This design comes from an exercise in tuning for small area, a short achievable clock period and few clock cycles per item on the open sky130 flow, not from production work. Function was checked by simulation only, so behaviour that the tests miss may differ from the original. Power figures rest on the tool's default switching activity, not on a simulated workload.

==> flow/design.v (excerpt) <==
module axis_gain_wrapper #(
    parameter integer C_S_AXI_DATA_WIDTH = 32,
    parameter integer C_S_AXI_ADDR_WIDTH = 4,
    parameter integer AUDIO_WIDTH        = 16,
    parameter integer GAIN_FBITS         = 12
)(
    input  wire aclk,
    input  wire aresetn,
    input  wire [31:0] s_axis_tdata,
    input  wire        s_axis_tlast,
    input  wire        s_axis_tvalid,
    output wire        s_axis_tready,
    output wire [31:0] m_axis_tdata,
    output wire        m_axis_tlast,
    output wire        m_axis_tvalid,
    input  wire        m_axis_tready,
    input  wire [C_S_AXI_ADDR_WIDTH-1:0] s_axi_awaddr,
    input  wire                          s_axi_awvalid,
    output wire                          s_axi_awready,
    input  wire [C_S_AXI_DATA_WIDTH-1:0] s_axi_wdata,
    input  wire [3:0]                    s_axi_wstrb,
    input  wire                          s_axi_wvalid,
    output wire                          s_axi_wready,
    output wire [1:0]                    s_axi_bresp,
    output reg                           s_axi_bvalid,
    input  wire                          s_axi_bready,
    input  wire [C_S_AXI_ADDR_WIDTH-1:0] s_axi_araddr,
    input  wire                          s_axi_arvalid,
    output wire                          s_axi_arready,
    output reg  [C_S_AXI_DATA_WIDTH-1:0] s_axi_rdata,
    output wire [1:0]                    s_axi_rresp,
    output reg                           s_axi_rvalid,
    input  wire                          s_axi_rready
);
Size: about 2,000 cells after synthesis, roughly 160 I/O pins.
export LEC_CHECK = 0
export ABC_AREA = 1
export CAP_MARGIN = 20
export CORE_MARGIN = 2
export CORE_UTILIZATION = 40
export CTS_BUF_LIST = sky130_fd_sc_hd__clkbuf_4 sky130_fd_sc_hd__clkbuf_8
export SETUP_SLACK_MARGIN = 4.35
export SLEW_MARGIN = 20
create_clock -name core_clock -period 8.0 [get_ports {aclk}]
standard.sh (not shown) runs the stock make flow with config.mk's settings and CLKGATE_MAP_FILE= SYNTH_SCRIPT=/design/flow/synth_recipe.tcl, a recipe that flattens the netlist after the stock synthesis.
==> flow/flow/run.sh <==
#!/bin/bash
# Standard layout with these changes:
#  - the port buffers use the smallest buffer cell;
#  - m_axis_tready and s_axis_tready sit next to each other (flow/io.tcl);
#  - after the standard synthesis, flow/flip_fa.py removes inverters around
#    full adders and xor gates (a full adder is self-dual, so some adders
#    take the complements of their inputs instead; an xor2 absorbs an
#    inverted input or output by becoming an xnor2); registers are not
#    touched. The gate that drives s_axis_tready (and s_axi_arready) is
#    copied for the loads inside, so the port does not share their fanout.
# Each step's output goes to its own log file in this folder.
set -euo pipefail
export BUFFER_PORTS_ARGS="-buffer_cell sky130_fd_sc_hd__buf_1"
export IO_CONSTRAINTS="$PWD/flow/io.tcl"
RES=orfs/results/sky130hd/axis_gain_wrapper/base
bash standard.sh synth > synth_flow.log 2>&1
cp "$RES/1_2_yosys.v" synth_netlist_standard.v
python3 flow/flip_fa.py synth_netlist_standard.v "$RES/1_2_yosys.v" > flip_fa.log 2>&1
touch "$RES/1_2_yosys.v"
bash standard.sh > layout_flow.log 2>&1
Other scripts of this flow, unchanged in this note and not shown: flow/flow/flip_fa.py, flow/flow/io.tcl
The first run passed the timing, design-rule and antenna checks.
Testbench counts at the start, summed over its fixed seeds: cycles 16,480, samples 16,384.
Then changed:
CTS_BUF_LIST = sky130_fd_sc_hd__clkbuf_8   (was sky130_fd_sc_hd__clkbuf_4 sky130_fd_sc_hd__clkbuf_8)
CTS_CLUSTER_DIAMETER = 60   (was not set)
CTS_CLUSTER_SIZE = 14   (was not set)
Result: The changed run passed the timing, design-rule and antenna checks; flip-flop and latch count stays the same; design area is lower by 1.4%; maximum frequency barely changes; die area does not change; combinational power is about the same; clock power is lower by 31%; total power is lower by 5.2%; via count barely changes.


## the reference run
axis_gain_wrapper, a different RTL version from the one above (not shown whole).
Size: ~2100 cells after synthesis, about 300 flip-flops, roughly 160 I/O pins, about 22000 sq um of cells after synthesis.
==> flow/design.v (excerpt) <==
module axis_gain_wrapper #(
    parameter integer C_S_AXI_DATA_WIDTH = 32,
    parameter integer C_S_AXI_ADDR_WIDTH = 4,
    parameter integer AUDIO_WIDTH        = 16,
    parameter integer GAIN_FBITS         = 12
)(
    input  wire aclk,
    input  wire aresetn,
    input  wire [31:0] s_axis_tdata,
    input  wire        s_axis_tlast,
    input  wire        s_axis_tvalid,
    output wire        s_axis_tready,
    output wire [31:0] m_axis_tdata,
    output wire        m_axis_tlast,
    output wire        m_axis_tvalid,
    input  wire        m_axis_tready,
    input  wire [C_S_AXI_ADDR_WIDTH-1:0] s_axi_awaddr,
    input  wire                          s_axi_awvalid,
    output wire                          s_axi_awready,
    input  wire [C_S_AXI_DATA_WIDTH-1:0] s_axi_wdata,
    input  wire [3:0]                    s_axi_wstrb,
    input  wire                          s_axi_wvalid,
    output wire                          s_axi_wready,
    output wire [1:0]                    s_axi_bresp,
    output reg                           s_axi_bvalid,
    input  wire                          s_axi_bready,
    input  wire [C_S_AXI_ADDR_WIDTH-1:0] s_axi_araddr,
    input  wire                          s_axi_arvalid,
    output wire                          s_axi_arready,
    output reg  [C_S_AXI_DATA_WIDTH-1:0] s_axi_rdata,
    output wire [1:0]                    s_axi_rresp,
    output reg                           s_axi_rvalid,
    input  wire                          s_axi_rready
);
Settings: LEC_CHECK=0, ABC_AREA=1, CAP_MARGIN=20, CORE_MARGIN=2, CORE_UTILIZATION=40, CTS_BUF_LIST=sky130_fd_sc_hd__clkbuf_4 sky130_fd_sc_hd__clkbuf_8, SETUP_SLACK_MARGIN=4.6, SLEW_MARGIN=20; clock period 8.0 ns.
==> flow/flow/run.sh <==
#!/bin/bash
set -euo pipefail
export BUFFER_PORTS_ARGS="-buffer_cell sky130_fd_sc_hd__buf_1"
bash standard.sh > standard_flow.log 2>&1
Testbench counts of the reference run, summed over its fixed seeds: cycles 16,480, samples 16,384.
diff inputs: the reference run => the trial run
- a change of SETUP_SLACK_MARGIN from 4.6 to 4.0
--- outcome ---
Final area down 2800 sq um in the trial run wrt the reference run
Worst slack at placement ended up 0.16 ns lower on the trial run than on the reference run.
Termination of the worst setup path = rbl[7]: the reference run; termination of the worst setup path = s_axi_rdata[12]: the trial run
The trial run against the reference run: number of logic inverters in the finished layout shrank by 6, non-clock buffer count in the final layout lost 158, global-route wire length before repair moved down, slack of the critical path saw a decrease.

==> static timing again, ports no longer ideal <==
The flow's constraints put no driver on any port. The routed layouts listed below were extracted and timed again, unchanged, in two steps. Step 1 sets driving cells, clkbuf_16 on the clock port and buf_2 on the other inputs (assumed; they add their load-dependent delay and slew). Step 2 also shifts input and output timing later by t, the mid clock arrival at the registers, as if the neighbouring blocks saw the same clock. Slacks: ideal / step 1 / step 2; pairs: ideal / step 1.
run	t, ns	slack for setup (ns)	worst setup path after step 2
the first run of note 1	0.676	4.420 / 4.386 / 4.386	input to output
the second run of note 1	0.689	4.419 / 4.384 / 4.384	input to output
the reference run	0.688	4.246 / 4.246 / 4.156	input to register
the trial run	0.693	4.121 / 4.064 / 3.707	input to register
After both steps setup and hold are still met in every run listed. The setup slack of the trial run, which loses most, moves by -0.057 ns with the drivers and by -0.414 ns with both steps.
